From an optimization exercise on the open Yosys and OpenROAD flow, aimed at small area, a short achievable clock period and few clock cycles; shortcuts taken in it are not production practice. Only simulation tests tie the RTL to the original design; equivalence was not proved. Power and IR drop assume default switching activity.

## run A
==> flow/design.v <==
module Top_lvl (clk,start,mem_addr,mem_data,MIN_WEIGHT,MIN_PATH_NODES,donee);
input clk,start;
output [17:0] mem_addr;
input [17:0] mem_data;
output [14:0] MIN_WEIGHT;
output [17:0] MIN_PATH_NODES;  
output donee;
localparam V0=3'd0, V1=3'd1, V2=3'd2, WK=3'd3, DN=3'd4, FIN=3'd5, WK2=3'd6;
reg [2:0] st;
reg [3:0] d;             
reg [17:0] x;            
reg [14:0] bud;          
reg pr;                  
reg dn;                  
reg [14:0] wmin;         
reg [17:0] best;         
reg [3:0] bd;            
reg [2:0] T;             
reg tv;                  
reg [17:0] S [1:7];      
reg [1:0]  R [1:7];      
reg [11:0] W1;
reg [12:0] W2;
reg [13:0] W3;
reg [14:0] W4, W5, W6;
reg [14:0] Wr;           
reg tv2;
reg [2:0] T2;
integer l;
always @* begin
  tv2 = 1'b0; T2 = 3'd1;
  for (l = 1; l <= 7; l = l + 1)
    if (l < T && R[l] != 2'd0) begin tv2 = 1'b1; T2 = l; end
end
wire [2:0] bdm1 = bd[2:0] - 3'd1;       
wire [17:0] sr = S[T];
wire [1:0] RT = R[T];
wire [17:0] nx1 = sr + 18'd1;           
wire [17:0] xk = x + {16'd0, st != WK2, st == V2 || st == WK2};    
wire [17:0] best1 = best + 18'd1;       
wire [11:0] w = mem_data[11:0];
wire [2:0] nc = mem_data[2:0];
wire prune = (bud[14:12] == 3'd0) && (w >= bud[11:0]);
wire gone = (bud[14:12] == 3'd0) && (w[11:8] > bud[11:8]);    
wire end1 = gone || d[3];               
wire end2 = pr || (nc == 3'd0);
wire v1 = (st == V1), v2 = (st == V2);
wire [14:0] bw = bud - {3'b000, w};     
wire [2:0] dm1 = d[2:0] - 3'd1;         
wire [2:0] wi = d[3] ? 3'd6 : dm1;      
always @* begin
  case (wi)
    3'd1: Wr = {3'b000, W1};
    3'd2: Wr = {2'b00, W2};
    3'd3: Wr = {1'b0, W3};
    3'd4: Wr = W4;
    3'd5: Wr = W5;
    default: Wr = W6;
  endcase
end
wire [14:0] wp = wmin - ((st == V0) ? Wr : v1 ? bw : bud);
wire fin = (v1 && end1) || (v2 && end2);    
wire leaf = fin && !(v1 ? prune : pr);      
wire over = (fin && !tv && !leaf) || (st == FIN);    
reg [17:0] addr;
always @* begin
  if (st == V0) addr = mem_data;
  else if (((v1 || v2) && !fin) || st == WK2) addr = xk;
  else addr = tv ? nx1 : best1;
end
assign mem_addr = start ? 18'd0 : addr;
assign MIN_WEIGHT = wmin;
assign donee = dn || (over && bd <= 4'd2);
assign MIN_PATH_NODES = (st != DN || d == 4'd1) ? 18'd0 : (d > bd) ? 18'h3FFFF : sr;
reg sw, rw, ww;
reg [2:0] si;
reg [17:0] sd;
reg [1:0] rd;
always @* begin
  sw = 1'b0; rw = 1'b0; ww = 1'b0; si = d[2:0]; sd = xk; rd = nc[1:0] - 2'd1;
  if (v2 && !end2) begin sw = 1'b1; rw = 1'b1; ww = 1'b1; end
  if (fin && tv) begin sw = 1'b1; rw = 1'b1; si = T; sd = nx1; rd = RT - 2'd1; end
  if (over) begin sw = (bd >= 4'd2); si = bdm1; sd = best; end
  if (st == WK) begin sw = 1'b1; si = dm1; sd = mem_data; end
end
always @(posedge clk) begin
  if (sw) S[si] <= sd;
  if (rw) R[si] <= rd;
  if (ww) case (si)
    3'd1: W1 <= wp[11:0];
    3'd2: W2 <= wp[12:0];
    3'd3: W3 <= wp[13:0];
    3'd4: W4 <= wp;
    3'd5: W5 <= wp;
    3'd6: W6 <= wp;
    default: ;
  endcase
end
always @(posedge clk) begin
  if (start) begin
    st <= V1; d <= 4'd1; x <= 18'd0;
    bud <= 15'h7FFF; wmin <= 15'h7FFF; dn <= 1'b0; tv <= 1'b0;
  end else begin
    case (st)
      V0: begin
        x <= mem_data;
        if (!d[3]) bud <= wp;    
        st <= V1;
      end
      V1: begin
        if (!d[3]) bud <= bw;
        else if (!prune) bud <= {3'b000, w};
        pr <= prune;
        if (!end1) st <= V2;
      end
      V2: if (!end2) begin
        d <= d + 4'd1;
        st <= V0;
        if (nc[2:1] != 2'b00) begin T <= d[2:0]; tv <= 1'b1; end
      end
      WK: begin
        x <= mem_data;
        d <= d - 4'd1;
        st <= WK2;
        if (d == 4'd2) begin st <= DN; d <= 4'd2; T <= 3'd1; end
      end
      WK2: begin
        st <= WK;
        if (d == 4'd2) dn <= 1'b1;
      end
      DN: begin
        if (d <= 4'd8) d <= d + 4'd1;
        T <= T + 3'd1;
      end
      default: ;
    endcase
    if (leaf) begin wmin <= wp; best <= x; bd <= d; end
    if (fin) begin
      if (tv) begin
        d <= {1'b0, T} + 4'd1;
        st <= V0;
        if (RT == 2'd1) begin T <= T2; tv <= tv2; end
      end else if (leaf) st <= FIN;
    end
    if (over) begin
      d <= bd - 4'd1;
      if (bd >= 4'd3) begin
        st <= WK;
        if (bd == 4'd3) dn <= 1'b1;
      end else begin
        st <= DN; dn <= 1'b1; d <= 4'd2; T <= 3'd1;
      end
    end
  end
end
endmodule  
clock: 7.5 ns
lec_check: 0
cap_margin: 20
core_margin: 2
core_utilization: 55
cts_cluster_diameter: 60
cts_cluster_size: 24
place_density: 0.7
setup_slack_margin: 2.5
slew_margin: 20
standard.sh (not shown) runs the stock make flow with config.mk's settings and CLKGATE_MAP_FILE= SYNTH_SCRIPT=/design/flow/synth_recipe.tcl, a recipe that flattens the netlist after the stock synthesis.
==> flow/flow/run.sh <==
#!/bin/bash
# The standard layout (standard.sh: ORFS from the standard synthesis to the
# routed layout), with one change: the port buffers that global placement
# inserts are plain buffers (buf_4) instead of the resizer's default pick, a
# delay cell (clkdlybuf4s50_1). make's full output goes to standard.log; ORFS
# keeps each step's own log under orfs/logs/.
set -euo pipefail
export BUFFER_PORTS_ARGS="-buffer_cell sky130_fd_sc_hd__buf_4"
bash standard.sh > standard.log 2>&1
Run A: all stages complete, timing, DRC and antenna checks passed
Testbench counts of run A, summed over its fixed seeds: cycles 13,933.
The inputs of run B differ from those of run A as listed below.
diff --git a/flow/design.v b/flow/design.v
--- a/flow/design.v
+++ b/flow/design.v
@@ -67,5 +67,5 @@
   if (st == V0) addr = mem_data;
   else if (((v1 || v2) && !fin) || st == WK2) addr = xk;
-  else addr = tv ? nx1 : best1;
+  else addr = tv ? sr : best1;
 end
 assign mem_addr = start ? 18'd0 : addr;
@@ -78,5 +78,5 @@
 reg [1:0] rd;
 always @* begin
-  sw = 1'b0; rw = 1'b0; ww = 1'b0; si = d[2:0]; sd = xk; rd = nc[1:0] - 2'd1;
+  sw = 1'b0; rw = 1'b0; ww = 1'b0; si = d[2:0]; sd = x + 18'd4; rd = nc[1:0] - 2'd1;
   if (v2 && !end2) begin sw = 1'b1; rw = 1'b1; ww = 1'b1; end
   if (fin && tv) begin sw = 1'b1; rw = 1'b1; si = T; sd = nx1; rd = RT - 2'd1; end
[summary]
Run A ran to completion and came out clean on the timing, design-rule and antenna checks. The final layout from run B, which completed every stage, passed the timing, design-rule and antenna checks at the end of the flow. Taking run A as the reference, in run B count of cells along the worst register-to-register path decreased 4; arrival time at the worst endpoint decreased 0.02 ns; power share of the sequential group increased 1.3 points; synthesized instance count increased 5.4%; adder and majority gate portion of the synthesized area essentially unchanged. Global-route wire length before repair: higher on run B. On routed length on met3, the higher figure sits with run A, not run B. The run showing the greater count of cells resized by post-cts repair is run A. In the reports for run A and run B, the smaller worst voltage drop across the vdd grid belongs to run A. Run B ends up with lower share of the cycle needed by the critical path after routing than run A does.
Testbench counts of run B, summed over its fixed seeds: cycles 13,933.

static timing again, ports no longer ideal:
How much do the figures lean on ideal ports? The routed layouts below were timed once more, with nothing changed but the port constraints. Step 1 (the two cells are an assumption about what drives the block):
set clk [get_ports {clk}]
set_driving_cell -lib_cell sky130_fd_sc_hd__clkbuf_16 $clk
set_driving_cell -lib_cell sky130_fd_sc_hd__buf_2 [delete_from_list [all_inputs] $clk]
Step 2, shift: input delay + t, output delay - t, t = (earliest + latest rising clock arrival at the registers) / 2. This alone moves slack from input paths to output paths. Slacks: no drivers / after step 1 / after step 2; pairs: no drivers / after step 1.
| run | shift t [ns] | setup WS [ns] | worst hold slack (ns) | slew at the worst register clock pin (ns) | worst slew at a driven data input, ns |
|---|---|---|---|---|---|
| run A | 0.611 | 2.381 / 2.303 / 1.928 | 0.524 / 0.524 / 0.524 | 0.09 / 0.09 | 0.08 |
| run B | 0.613 | 2.396 / 2.330 / 1.947 | 0.501 / 0.501 / 0.501 | 0.09 / 0.09 | 0.07 |
After both steps every run listed still meets setup and hold. For run A, which loses most, drivers alone change the setup slack by -0.078 ns; drivers and shift together by -0.453 ns.
